Source: an optimization exercise on an open RTL-to-GDS flow (aim: small area). Production flows keep margins and buffers that such runs may drop. The RTL was checked by simulation tests, not by an equivalence proof against the original design. The flow treats the clock pin as an ideal source. Dropping or thinning the clock tree relies on that and would not hold on a real chip. No activity file was given, so power comes from the tool's default toggle rates.

==> flow/design.v (excerpt) <==
module top
	(
	input CLK,
	input RESET,
	output HSYNC,
	output VSYNC,
	output [7:0] COLOR
	);
For scale: ~110 cells after synthesis, roughly 19 flip-flops, about 860 sq um of cells after synthesis.
==> module top, before the edit <==
module top
	(
	input CLK,
	input RESET,
	output HSYNC,
	output VSYNC,
	output [7:0] COLOR
	);
	reg [3:0] p;
	reg [4:0] x;
	reg [5:0] q;
	reg [3:0] y;
	wire pend = (p[0]&p[2]&p[3]);	 
	wire x24 = (x[1]&x[3]&x[4]);	 
	wire p4 = (p[2]);	 
	wire hend = x24 & p4;	 
	wire vlast = (y[0]&!y[3]);	 
	wire q59 = (q[0]&q[1]&q[3]&q[4]&q[5]);
	wire q25 = (q[0]&q[3]&q[4]);	 
	wire qend = q59 | (vlast & q25);
	always @(posedge CLK)
		if (RESET | hend | pend) p <= 4'd0;
		else if (1'b1) p <= p + 4'd1;
	always @(posedge CLK)
		if (RESET | hend) x <= 5'd2;
		else if (pend) x <= x + 5'd1;
	always @(posedge CLK)
		if (RESET | (hend & qend)) q <= 6'd0;
		else if (hend) q <= q + 6'd1;
	wire [3:0] y_nx = {((!y[1]) | (y[0]&y[2])), ((y[2]) | (y[1]&!y[3])), ((y[0])), ((!y[1]&y[3]) | (!y[0]&y[3]))};
	always @(posedge CLK)
		if (RESET | (hend & qend & vlast)) y <= 4'd0;
		else if (hend & qend) y <= y_nx;
	wire sa = (x[1]&x[4]) | (x[0]&x[1]&!x[2]&x[3]) | (x[2]&x[4]) | (x[0]&x[4]);
	wire sb = (!x[2]&!x[3]&!x[4]) | (!x[1]&!x[3]&!x[4]);
	wire sc = (x[0]) | (x[1]&x[2]) | (x[3]) | (x[4]);
	wire ga = (!y[2]);
	wire gc = (y[0]&!y[1]&y[2]);
	wire gb = (!y[0]&y[2]) | (y[1]&y[2]);
	wire bit_ = (ga & sa) | (gb & sb) | (gc & sc);
	wire vis = ((!x[4]) | (!x[2]&!x[3]) | (!x[0]&!x[1]&!x[3])) & !vlast;
	wire x19 = (x[0]&!x[1]&x[2]&x[4]);
	wire x20 = (!x[0]&x[1]&x[2]&x[4]);
	wire x21 = (x[0]&x[1]&x[2]&x[4]);
	wire pge8 = (p[3]);
	wire ple3 = (!p[2]&!p[3]);
	wire vs = (q[0]&!q[1]&!q[2]&!q[3]&!q[4]) | (!q[0]&q[1]&!q[2]&!q[3]&!q[4]);
	assign HSYNC = !((x19 & pge8) | x20 | (x21 & ple3));
	assign VSYNC = !(vlast & vs);
	assign COLOR = vis ? (bit_ ? 8'hE0 : 8'h19) : 8'h00;
endmodule
==> flow/config.mk <==
export PLATFORM = sky130hd
export DESIGN_NAME = top
export DESIGN_NICKNAME = top
export VERILOG_FILES = /design/flow/design.v
export SDC_FILE = /design/flow/constraint.sdc
export NUM_CORES = 4
export LEC_CHECK = 0
export CAP_MARGIN = 20
export CORE_AREA = 4 4 76 76
export DIE_AREA = 0 0 80 80
export PLACE_DENSITY = 0.6
export SLEW_MARGIN = 20
==> flow/constraint.sdc <==
create_clock -name core_clock -period 10.0 [get_ports {CLK}]
set_input_delay 2.0000 -clock core_clock [delete_from_list [all_inputs] [get_ports {CLK}]]
set_output_delay 2.0000 -clock core_clock [all_outputs]
set_load 0.01 [all_outputs]
standard.sh (not shown) runs the stock make flow with config.mk's settings and CLKGATE_MAP_FILE= SYNTH_SCRIPT=/design/flow/synth_recipe.tcl, a recipe that flattens the netlist after the stock synthesis.
==> flow/flow/run.sh <==
#!/bin/bash
# Standard ORFS layout with these changes:
#  - synthesis maps the logic with an area-oriented ABC script (flow/abc_area.script)
#    and without the half/full-adder cells; everything else is the standard flow's synthesis script;
#  - the port buffers are plain buf_1 cells;
#  - clock tree synthesis uses clkbuf_4 cells, one sink cluster and no dummy loads,
#    and its tree is then collapsed into the root buffer (flow/collapse_clock.tcl).
set -euo pipefail
F=$PWD/flow
{ head -1 synth_recipe.tcl; cat $F/abc_proc.tcl; tail -n +2 synth_recipe.tcl; } > synth_area.tcl
sed "s#SYNTH_SCRIPT=[^ ]*#SYNTH_SCRIPT=$PWD/synth_area.tcl#" standard.sh > standard_area.sh
export AREA_ABC_SCRIPT=$F/abc_area.script
export ADDER_MAP_FILE=
export BUFFER_PORTS_ARGS="-buffer_cell sky130_fd_sc_hd__buf_1"
export CTS_ARGS="-sink_clustering_enable -repair_clock_nets -buf_list sky130_fd_sc_hd__clkbuf_4 -root_buf sky130_fd_sc_hd__clkbuf_8 -sink_clustering_size 30 -sink_clustering_max_diameter 100 -dont_use_dummy_load"
bash standard_area.sh cts > standard_cts.log 2>&1
CTS_ODB=$PWD/orfs/results/sky130hd/top/base/4_cts.odb openroad -no_init -exit $F/collapse_clock.tcl > collapse_clock.log 2>&1
bash standard_area.sh > standard.log 2>&1
Other scripts of this flow, unchanged in this note and not shown: flow/flow/abc_area.script, flow/flow/abc_proc.tcl, flow/flow/collapse_clock.tcl
The first run finished with timing, DRC and antenna clean.
Next try:
==> flow/design.v (replaced) <==
module top
	(
	input CLK,
	input RESET,
	output HSYNC,
	output VSYNC,
	output [7:0] COLOR
	);
	reg [3:0] p;
	reg [4:0] x;
	reg [5:0] q;
	reg [3:0] y;
	wire pend = (p[0]&p[2]&p[3]);	 
	wire x24 = (x[1]&x[3]&x[4]);	 
	wire p4 = (p[2]);	 
	wire hend = x24 & p4;	 
	wire vlast = (y[0]&y[1]&y[3]);	 
	wire q59 = (!q[0]&!q[1]&q[3]&q[4]&q[5]);
	wire q25 = (q[1]&q[3]&q[4]);	 
	wire qend = q59 | (vlast & q25);
	always @(posedge CLK)
		if (RESET | hend | pend) p <= 4'd0;
		else if (1'b1) p <= p + 4'd1;
	always @(posedge CLK)
		if (RESET | hend) x <= 5'd2;
		else if (pend) x <= x + 5'd1;
	wire q_fb = (!q[0]&!q[5]) | (q[0]&q[5]);
	always @(posedge CLK)
		if (RESET | (hend & qend)) q <= 6'd0;
		else if (hend) q <= {q[4:0], q_fb};
	wire y_fb = (!y[0]&!y[3]) | (y[0]&y[3]);
	always @(posedge CLK)
		if (RESET | (hend & qend & vlast)) y <= 4'd0;
		else if (hend & qend) y <= {y[2:0], y_fb};
	wire sa = (x[1]&x[4]) | (x[0]&x[1]&!x[2]&x[3]) | (x[2]&x[4]) | (x[0]&x[4]);
	wire sb = (!x[2]&!x[3]&!x[4]) | (!x[1]&!x[3]&!x[4]);
	wire sc = (x[0]) | (x[1]&x[2]) | (x[3]) | (x[4]);
	wire ga = (!y[0]&!y[2]) | (y[0]&!y[1]&!y[3]);
	wire gc = (y[0]&y[1]);
	wire gb = (!y[0]&y[2]) | (y[0]&y[3]);
	wire bit_ = (ga & sa) | (gb & sb) | (gc & sc);
	wire vis = ((!x[4]) | (!x[2]&!x[3]) | (!x[0]&!x[1]&!x[3])) & !vlast;
	wire x19 = (x[0]&!x[1]&x[2]&x[4]);
	wire x20 = (!x[0]&x[1]&x[2]&x[4]);
	wire x21 = (x[0]&x[1]&x[2]&x[4]);
	wire pge8 = (p[3]);
	wire ple3 = (!p[2]&!p[3]);
	wire vs = (q[0]&!q[2]&!q[3]&!q[4]) | (q[1]&!q[3]&!q[4]&!q[5]);
	assign HSYNC = !((x19 & pge8) | x20 | (x21 & ple3));
	assign VSYNC = !(vlast & vs);
	assign COLOR = vis ? (bit_ ? 8'hE0 : 8'h19) : 8'h00;
endmodule
=>
- sequential power is about the same
- cell count came out lower by 6.1%
- area after synthesis came out lower by 2.2%
- clock-buffer cell count stays the same
- via count came out lower by 8.3%
- final area came out lower by 2.0%


Another version of the RTL of top (not shown whole).
Size: ~91 cells after synthesis, about 19 flip-flops, roughly 12 I/O pins, roughly 820 um^2 of cells after synthesis.
==> module top, before the edit <==
module top
	(
	input CLK,
	input RESET,
	output HSYNC,
	output VSYNC,
	output [7:0] COLOR
	);
	reg [3:0] p;
	reg [4:0] x;
	reg [5:0] q;
	reg [3:0] y;
	wire pend = (!p[0]&!p[2]&!p[3]);	 
	wire x24 = (!x[3]&!x[4]);	 
	wire p4 = (!p[2]);	 
	wire hend = x24 & p4;	 
	wire vlast = (y[0]&y[1]&y[3]);	 
	wire q59 = (!q[0]&!q[1]&q[3]&q[4]&q[5]);
	wire q25 = (q[1]&q[3]&q[4]);	 
	wire qend = q59 | (vlast & q25);
	always @(posedge CLK)
		if (RESET | hend | pend) p <= 4'd15;
		else if (1'b1) p <= p - 4'd1;
	always @(posedge CLK)
		if (RESET | hend) x <= 5'd31;
		else if (pend) x <= x - 5'd1;
	wire q_fb = (!q[0]&!q[5]) | (q[0]&q[5]);
	always @(posedge CLK)
		if (RESET | (hend & qend)) q <= 6'd0;
		else if (hend) q <= {q[4:0], q_fb};
	wire y_fb = (!y[0]&!y[3]) | (y[0]&y[3]);
	always @(posedge CLK)
		if (RESET | (hend & qend & vlast)) y <= 4'd0;
		else if (hend & qend) y <= {y[2:0], y_fb};
	wire sa = (!x[0]&!x[1]&!x[2]&!x[3]) | (!x[4]) | (!x[0]&x[1]&x[2]&!x[3]);
	wire sb = (x[2]&x[3]&x[4]);
	wire sc = (!x[4]) | (!x[3]) | (!x[2]) | (!x[0]);
	wire ga = (!y[0]&!y[2]) | (y[0]&!y[1]&!y[3]);
	wire gc = (y[0]&y[1]);
	wire gb = (!y[0]&y[2]) | (y[0]&y[3]);
	wire bit_ = (ga & sa) | (gb & sb) | (gc & sc);
	wire vis = ((x[4]) | (x[0]&x[2]&x[3]) | (!x[0]&x[1]&x[2])) & !vlast;
	wire x19 = (!x[0]&!x[1]&x[2]&!x[4]);
	wire x20 = (x[0]&x[1]&!x[2]&!x[4]);
	wire x21 = (!x[0]&x[1]&!x[2]&!x[4]);
	wire pge8 = (!p[3]);
	wire ple3 = (p[2]&p[3]);
	wire vs = (q[0]&!q[2]&!q[3]&!q[4]) | (q[1]&!q[3]&!q[4]&!q[5]);
	assign HSYNC = !((x19 & pge8) | x20 | (x21 & ple3));
	assign VSYNC = !(vlast & vs);
	assign COLOR = vis ? (bit_ ? 8'hE0 : 8'h19) : 8'h00;
endmodule
Settings: LEC_CHECK=0, CAP_MARGIN=20, CORE_AREA=4 4 76 76, DIE_AREA=0 0 80 80, PLACE_DENSITY=0.6, SLEW_MARGIN=20; clock period 10.0 ns.
==> flow/flow/run.sh <==
#!/bin/bash
# Standard ORFS layout with these changes:
#  - synthesis maps the logic with an area-oriented ABC script (flow/abc_area.script)
#    and without the half/full-adder cells; everything else is the standard flow's synthesis script;
#  - the port buffers are plain buf_1 cells;
#  - clock tree synthesis uses clkbuf_4 cells, one sink cluster and no dummy loads,
#    and its tree is then collapsed into the root buffer (flow/collapse_clock.tcl);
#  - the constant-0 outputs share one tie cell (flow/merge_ties.tcl).
set -euo pipefail
F=$PWD/flow
{ head -1 synth_recipe.tcl; cat $F/abc_proc.tcl; tail -n +2 synth_recipe.tcl; } > synth_area.tcl
sed "s#SYNTH_SCRIPT=[^ ]*#SYNTH_SCRIPT=$PWD/synth_area.tcl#" standard.sh > standard_area.sh
export AREA_ABC_SCRIPT=$F/abc_area.script
export ADDER_MAP_FILE=
export BUFFER_PORTS_ARGS="-buffer_cell sky130_fd_sc_hd__buf_1"
export CTS_ARGS="-sink_clustering_enable -repair_clock_nets -buf_list sky130_fd_sc_hd__clkbuf_4 -root_buf sky130_fd_sc_hd__clkbuf_8 -sink_clustering_size 30 -sink_clustering_max_diameter 100 -dont_use_dummy_load"
bash standard_area.sh cts > standard_cts.log 2>&1
CTS_ODB=$PWD/orfs/results/sky130hd/top/base/4_cts.odb openroad -no_init -exit $F/collapse_clock.tcl > collapse_clock.log 2>&1
CTS_ODB=$PWD/orfs/results/sky130hd/top/base/4_cts.odb openroad -no_init -exit $F/merge_ties.tcl > merge_ties.log 2>&1
bash standard_area.sh > standard.log 2>&1
Other scripts of this flow, unchanged in this note and not shown: flow/flow/abc_area.script, flow/flow/abc_proc.tcl, flow/flow/collapse_clock.tcl, flow/flow/merge_ties.tcl
The starting point ran to the end with no violations.
==> next run, changes <==
==> flow/design.v (replaced) <==
module top
	(
	input CLK,
	input RESET,
	output HSYNC,
	output VSYNC,
	output [7:0] COLOR
	);
	reg [3:0] p;
	reg [4:0] x;
	reg [5:0] q;
	reg [3:0] y;
	wire pend = (p[0]&p[2]&p[3]);	 
	wire x24 = (x[1]&x[3]&x[4]);	 
	wire p4 = (p[2]);	 
	wire hend = x24 & p4;	 
	wire vlast = (y[0]&y[1]&y[3]);	 
	wire q59 = (!q[0]&!q[1]&q[3]&q[4]&q[5]);
	wire q25 = (q[1]&q[3]&q[4]);	 
	wire qend = q59 | (vlast & q25);
	always @(posedge CLK)
		if (RESET | hend | pend) p <= 4'd0;
		else if (1'b1) p <= p + 4'd1;
	always @(posedge CLK)
		if (RESET | hend) x <= 5'd2;
		else if (pend) x <= x + 5'd1;
	wire q_fb = (!q[0]&!q[5]) | (q[0]&q[5]);
	always @(posedge CLK)
		if (RESET | (hend & qend)) q <= 6'd0;
		else if (hend) q <= {q[4:0], q_fb};
	wire y_fb = (!y[0]&!y[3]) | (y[0]&y[3]);
	always @(posedge CLK)
		if (RESET | (hend & qend & vlast)) y <= 4'd0;
		else if (hend & qend) y <= {y[2:0], y_fb};
	wire sa = (x[1]&x[4]) | (x[0]&x[1]&!x[2]&x[3]) | (x[2]&x[4]) | (x[0]&x[4]);
	wire sb = (!x[2]&!x[3]&!x[4]) | (!x[1]&!x[3]&!x[4]);
	wire sc = (x[0]) | (x[1]&x[2]) | (x[3]) | (x[4]);
	wire ga = (!y[0]&!y[2]) | (y[0]&!y[1]&!y[3]);
	wire gc = (y[0]&y[1]);
	wire gb = (!y[0]&y[2]) | (y[0]&y[3]);
	wire bit_ = (ga & sa) | (gb & sb) | (gc & sc);
	wire vis = ((!x[4]) | (!x[2]&!x[3]) | (!x[0]&!x[1]&!x[3])) & !vlast;
	wire x19 = (x[0]&!x[1]&x[2]&x[4]);
	wire x20 = (!x[0]&x[1]&x[2]&x[4]);
	wire x21 = (x[0]&x[1]&x[2]&x[4]);
	wire pge8 = (p[3]);
	wire ple3 = (!p[2]&!p[3]);
	wire vs = (q[0]&!q[2]&!q[3]&!q[4]) | (q[1]&!q[3]&!q[4]&!q[5]);
	assign HSYNC = !((x19 & pge8) | x20 | (x21 & ple3));
	assign VSYNC = !(vlast & vs);
	assign COLOR = vis ? (bit_ ? 8'hE0 : 8'h19) : 8'h00;
endmodule
- The changed run passed the timing, design-rule and antenna checks
- final area climbs by 1.5%
- total power climbs by 1.7%
- count of clock-buffer cells in the layout does not change
- non-clock buffer count stays the same
- utilization climbs by 0.28 points

[re-timing with driven ports]
The results above use ideal ports. As a check the final layouts listed here were re-extracted and re-timed, cells and wires unchanged.
Step 1, drivers: a clkbuf_16 drives CLK and a buf_2 each remaining input, both assumed.
Step 2 moves the port delays by t, midway between the first and last clock arrival at a register: inputs arrive t later, outputs are due t later. That takes back most of the time a late clock gives input paths.
Three values: ideal ports, drivers, drivers and shift; two values: the first two.
run | shift t [ns] | slack for setup (ns) | hold WS [ns] | worst setup path at the end | worst slew at a driven data input, ns
the first run of note 1 | 0.189 | 6.506 / 6.483 / 6.672 | 0.499 / 0.499 / 0.499 | register to output | 0.03
the second run of note 1 | 0.189 | 6.372 / 6.348 / 6.537 | 0.494 / 0.494 / 0.494 | register to output | 0.03
the first run of note 2 | 0.186 | 6.404 / 6.379 / 6.566 | 0.438 / 0.438 / 0.438 | register to output | 0.03
the second run of note 2 | 0.189 | 6.379 / 6.356 / 6.544 | 0.494 / 0.494 / 0.494 | register to output | 0.03
After both steps setup and hold are still met in every run listed.
